This is an optimization exercise on Yosys and OpenROAD, whose aim is small area, a short achievable clock period and few clock cycles per item, not a production implementation. RTL that was checked went through simulation tests only; none was proved equivalent to the original. Power is estimated from default activity; no workload was simulated.

==> flow/design.v <==
`timescale 1ns/10ps
module ELA(clk, rst, in_data, data_rd, req, wen, addr, data_wr, done);
	input				clk;
	input				rst;
	input		[7:0]	in_data;
	input		[7:0]	data_rd;
	output reg			req;
	output reg			wen;
	output reg	[9:0]	addr;
	output reg	[7:0]	data_wr;
	output reg			done;
reg				s_start;	 
reg				s_arr;		 
reg				s_rt;		 
reg				s_rb;		 
reg				s_w;		 
reg				s_fin;		 
reg		[3:0]	r;			 
reg				head;		 
reg				h0;			 
reg				a0;			 
reg				c_rt;		 
reg				c_rb;
reg				c_w;
reg				go_int;		 
reg				row0_end;	 
reg				tail;		 
reg				edge_px;	 
reg		[7:0]	opa, opb, u0, u1, v0;
reg		[7:0]	dreg, sreg;	 
reg		[7:0]	best;		 
reg				cur_r;		 
wire	[4:0]	col = addr[4:0];
wire	[3:0]	rm1 = r - 4'd1;
always @(posedge clk or posedge rst) begin
	if (rst) begin
		s_start <= 1'b1;
		s_arr <= 1'b0;
		s_rt <= 1'b0;
		s_rb <= 1'b0;
		s_w <= 1'b0;
		s_fin <= 1'b0;
	end else begin
		s_start <= 1'b0;
		s_arr <= s_start || (s_arr && !go_int) || (tail && r != 4'd15);
		s_rt <= go_int || (s_w && !tail);
		s_rb <= s_rt;
		s_w <= s_rb;
		s_fin <= s_fin || (tail && r == 4'd15);
	end
end
always @(posedge clk) begin
	go_int <= s_arr && !a0 && (col == 5'd29) && (r != 4'd0);
	row0_end <= s_arr && !a0 && (col == 5'd29) && (r == 4'd0);
	tail <= s_rb && !head && (col == 5'd0);
	edge_px <= (s_w && col == 5'd31) || (s_rt && edge_px);
	c_rt <= go_int || (s_w && !tail);
	c_rb <= s_rt;
	c_w <= s_rb;
	done <= s_fin;
	req <= s_start || (row0_end) || (tail && r != 4'd15);
	a0 <= (s_start || row0_end || (tail && r != 4'd15)) && !s_fin;
	if (s_start)
		r <= 4'd0;
	else if ((row0_end) || tail)
		r <= r + 4'd1;
	if (go_int)
		h0 <= 1'b1;
	else if (s_rb)
		h0 <= 1'b0;
	if (go_int)
		head <= 1'b1;
	else if (s_rb && col == 5'd1)
		head <= 1'b0;
	wen <= (s_arr && !go_int) || (s_rb && (!head || h0)) || tail;
end
reg		[4:0]	col_inc;
always @(*) begin
	if (s_rt)
		col_inc = 5'd0;
	else if (s_rb)
		col_inc = h0 ? 5'd31 : 5'd30;
	else if (s_w && !tail)
		col_inc = head ? 5'd2 : 5'd3;
	else if (go_int)
		col_inc = 5'd2;
	else
		col_inc = 5'd1;
end
always @(posedge clk) begin
	addr[4:0] <= (s_arr && a0) ? 5'd0 : col + col_inc;
	addr[5] <= (s_rb && !h0) || tail;
	addr[9:6] <= ((s_arr && !go_int) || s_rt || (s_rb && h0)) ? r : rm1;
end
always @(posedge clk) begin
	if (c_rt)
		opa[3:0] <= u0[3:0];
	else if (c_rb)
		opa[3:0] <= data_rd[3:0];
	else
		opa[3:0] <= u1[3:0];
	if (c_rt)
		opa[7:4] <= u0[7:4];
	else if (c_rb)
		opa[7:4] <= data_rd[7:4];
	else
		opa[7:4] <= u1[7:4];
	if (c_w) begin
		u0 <= opa;
		u1 <= u0;
	end
	if (c_rb) begin
		opb <= v0;
		v0 <= opb;
	end else if (c_w) begin
		opb <= data_rd;
	end
end
reg		[7:0]	dg, dp, dG, dP;
reg		[7:0]	sg, sp, sG, sP;
reg		[7:0]	absd, avg;
integer			i, k;
always @(*) begin
	dg = opa & ~opb;
	dp = opa ^ ~opb;
	sg = opa & opb;
	sp = opa ^ opb;
	dG = dg;
	dP = dp;
	sG = sg;
	sP = sp;
	for (k = 1; k < 8; k = k * 2) begin
		for (i = 7; i >= k; i = i - 1) begin
			dG[i] = dG[i] | (dP[i] & dG[i-k]);
			dP[i] = dP[i] & dP[i-k];
			sG[i] = sG[i] | (sP[i] & sG[i-k]);
			sP[i] = sP[i] & sP[i-k];
		end
	end
	absd[0] = dp[0] ^ 1'b1;
	for (i = 1; i < 8; i = i + 1)
		absd[i] = dp[i] ^ (dG[i-1] | dP[i-1]);
	if (!(dG[7] | dP[7])) begin
		absd[0] = ~dp[0];
		for (i = 1; i < 8; i = i + 1)
			absd[i] = ~(dp[i] ^ dG[i-1]);
	end
	for (i = 1; i < 8; i = i + 1)
		avg[i-1] = sp[i] ^ sG[i-1];
	avg[7] = sG[7];
end
always @(posedge clk) begin
	dreg <= absd;
	sreg <= avg;
end
wire			cin = s_rb && cur_r;
reg		[7:0]	cG, cP;
always @(*) begin
	cG = best & ~dreg;
	cP = best ^ ~dreg;
	for (k = 1; k < 8; k = k * 2)
		for (i = 7; i >= k; i = i - 1) begin
			cG[i] = cG[i] | (cP[i] & cG[i-k]);
			cP[i] = cP[i] & cP[i-k];
		end
end
wire			win = cG[7] | (cP[7] & cin);
always @(posedge clk) begin
	if (s_w || (s_rt && !edge_px && !h0 && win)) begin
		best <= dreg;
		cur_r <= s_rt;
	end
	if (s_arr)
		data_wr <= in_data;
	else if (s_w || ((s_rt || s_rb) && !edge_px && !h0 && win))
		data_wr <= sreg;
end
endmodule
==> flow/config.mk <==
export PLATFORM = sky130hd
export DESIGN_NAME = ELA
export DESIGN_NICKNAME = ELA
export VERILOG_FILES = /design/flow/design.v
export SDC_FILE = /design/flow/constraint.sdc
export NUM_CORES = 4
export LEC_CHECK = 0
export CAP_MARGIN = 20
export CORE_MARGIN = 2
export CORE_UTILIZATION = 70
export SETUP_SLACK_MARGIN = 3.4
export SLEW_MARGIN = 20
export TNS_END_PERCENT = 5
==> flow/constraint.sdc <==
create_clock -name core_clock -period 5.5 [get_ports {clk}]
set_input_delay 1.1000 -clock core_clock [delete_from_list [all_inputs] [get_ports {clk}]]
set_output_delay 1.1000 -clock core_clock [all_outputs]
set_load 0.01 [all_outputs]
standard.sh (not shown) runs the stock make flow with config.mk's settings and CLKGATE_MAP_FILE= SYNTH_SCRIPT=/design/flow/synth_recipe.tcl, a recipe that flattens the netlist after the stock synthesis.
==> flow/flow/run.sh <==
#!/bin/bash
# Standard layout with two changes: the port buffers are buf_2 cells instead
# of the delay buffers buffer_ports picks by default, and clock tree
# synthesis runs with the arguments below (no dummy loads).
set -euo pipefail
export BUFFER_PORTS_ARGS="-buffer_cell sky130_fd_sc_hd__buf_2"
export CTS_ARGS="-sink_clustering_enable -repair_clock_nets -dont_use_dummy_load"
bash standard.sh > standard.log 2>&1
Edit:
--- a/flow/design.v
+++ b/flow/design.v
@@ -19,8 +19,7 @@
 reg				head;		 
 reg				h0;			 
-reg				a0;			 
-reg				c_rt;		 
-reg				c_rb;
-reg				c_w;
+reg		[1:0]	c_rt;		 
+reg		[1:0]	c_rb;		 
+reg		[1:0]	c_w;
 reg				go_int;		 
 reg				row0_end;	 
@@ -51,14 +50,13 @@
 end
 always @(posedge clk) begin
-	go_int <= s_arr && !a0 && (col == 5'd29) && (r != 4'd0);
-	row0_end <= s_arr && !a0 && (col == 5'd29) && (r == 4'd0);
+	go_int <= s_arr && !req && (col == 5'd29) && (r != 4'd0);
+	row0_end <= s_arr && !req && (col == 5'd29) && (r == 4'd0);
 	tail <= s_rb && !head && (col == 5'd0);
 	edge_px <= (s_w && col == 5'd31) || (s_rt && edge_px);
-	c_rt <= go_int || (s_w && !tail);
-	c_rb <= s_rt;
-	c_w <= s_rb;
+	c_rt <= {(s_arr && go_int) || (s_w && !tail), go_int || (s_w && !tail)};
+	c_rb <= {s_rt && !s_arr, s_rt};
+	c_w <= {s_rb && !s_w, s_rb};
 	done <= s_fin;
 	req <= s_start || (row0_end) || (tail && r != 4'd15);
-	a0 <= (s_start || row0_end || (tail && r != 4'd15)) && !s_fin;
 	if (s_start)
 		r <= 4'd0;
@@ -89,29 +87,29 @@
 end
 always @(posedge clk) begin
-	addr[4:0] <= (s_arr && a0) ? 5'd0 : col + col_inc;
+	addr[4:0] <= (s_arr && req) ? 5'd0 : col + col_inc;
 	addr[5] <= (s_rb && !h0) || tail;
 	addr[9:6] <= ((s_arr && !go_int) || s_rt || (s_rb && h0)) ? r : rm1;
 end
 always @(posedge clk) begin
-	if (c_rt)
+	if (c_rt[0])
 		opa[3:0] <= u0[3:0];
-	else if (c_rb)
+	else if (c_rb[0])
 		opa[3:0] <= data_rd[3:0];
 	else
 		opa[3:0] <= u1[3:0];
-	if (c_rt)
+	if (c_rt[1])
 		opa[7:4] <= u0[7:4];
-	else if (c_rb)
+	else if (c_rb[1])
 		opa[7:4] <= data_rd[7:4];
 	else
 		opa[7:4] <= u1[7:4];
-	if (c_w) begin
+	if (c_w[0]) begin
 		u0 <= opa;
 		u1 <= u0;
 	end
-	if (c_rb) begin
+	if (c_rb[1]) begin
 		opb <= v0;
 		v0 <= opb;
-	end else if (c_w) begin
+	end else if (c_w[1]) begin
 		opb <= data_rd;
 	end
What happened:
- core utilization drops by 0.18 points
- non-clock buffer count drops by 3
- routed wire length drops by 1.3%
- critical path depth drops by 2
- final cell count is about the same
- design area climbs by 0.34%
- clock-buffer cell count is unchanged
- worst setup slack is worse by 0.0072 ns
- total power climbs by 1.7%
- first-iteration DRC count is unchanged
- hold slack is worse by 0.038 ns
- global-route usage climbs by 0.19 points
- clock skew drops by 0.0032 ns
- die area climbs by 1.1%
Testbench counts after the change, summed over its fixed seeds: cycles 63,968, images 32.
No functional check of the RTL was part of the first run of this note.

## static timing again, ports no longer ideal
The results above use ideal ports. As a check the final layouts listed here were re-extracted and re-timed, cells and wires unchanged. Step 1 assumes that a clkbuf_16 drives the clock port and a buf_2 every other input. Step 2 moves the port delays by t, midway between the first and last clock arrival at a register: inputs arrive t later, outputs are due t later. That takes back most of the time a late clock gives input paths. Three values: ideal, step 1, step 2; two values: the first two.
| run | t, ns | setup WS [ns] | worst setup path after step 2 | slew at the worst register clock pin (ns) | pins driven straight from the clock port |
|---|---|---|---|---|---|
| the first run | 0.384 | 3.361 / 3.336 / 3.361 | register to register | 0.10 / 0.10 | 1 |
| the second run | 0.385 | 3.354 / 3.342 / 3.354 | register to register | 0.10 / 0.10 | 1 |
After both steps setup and hold are still met in every run listed.
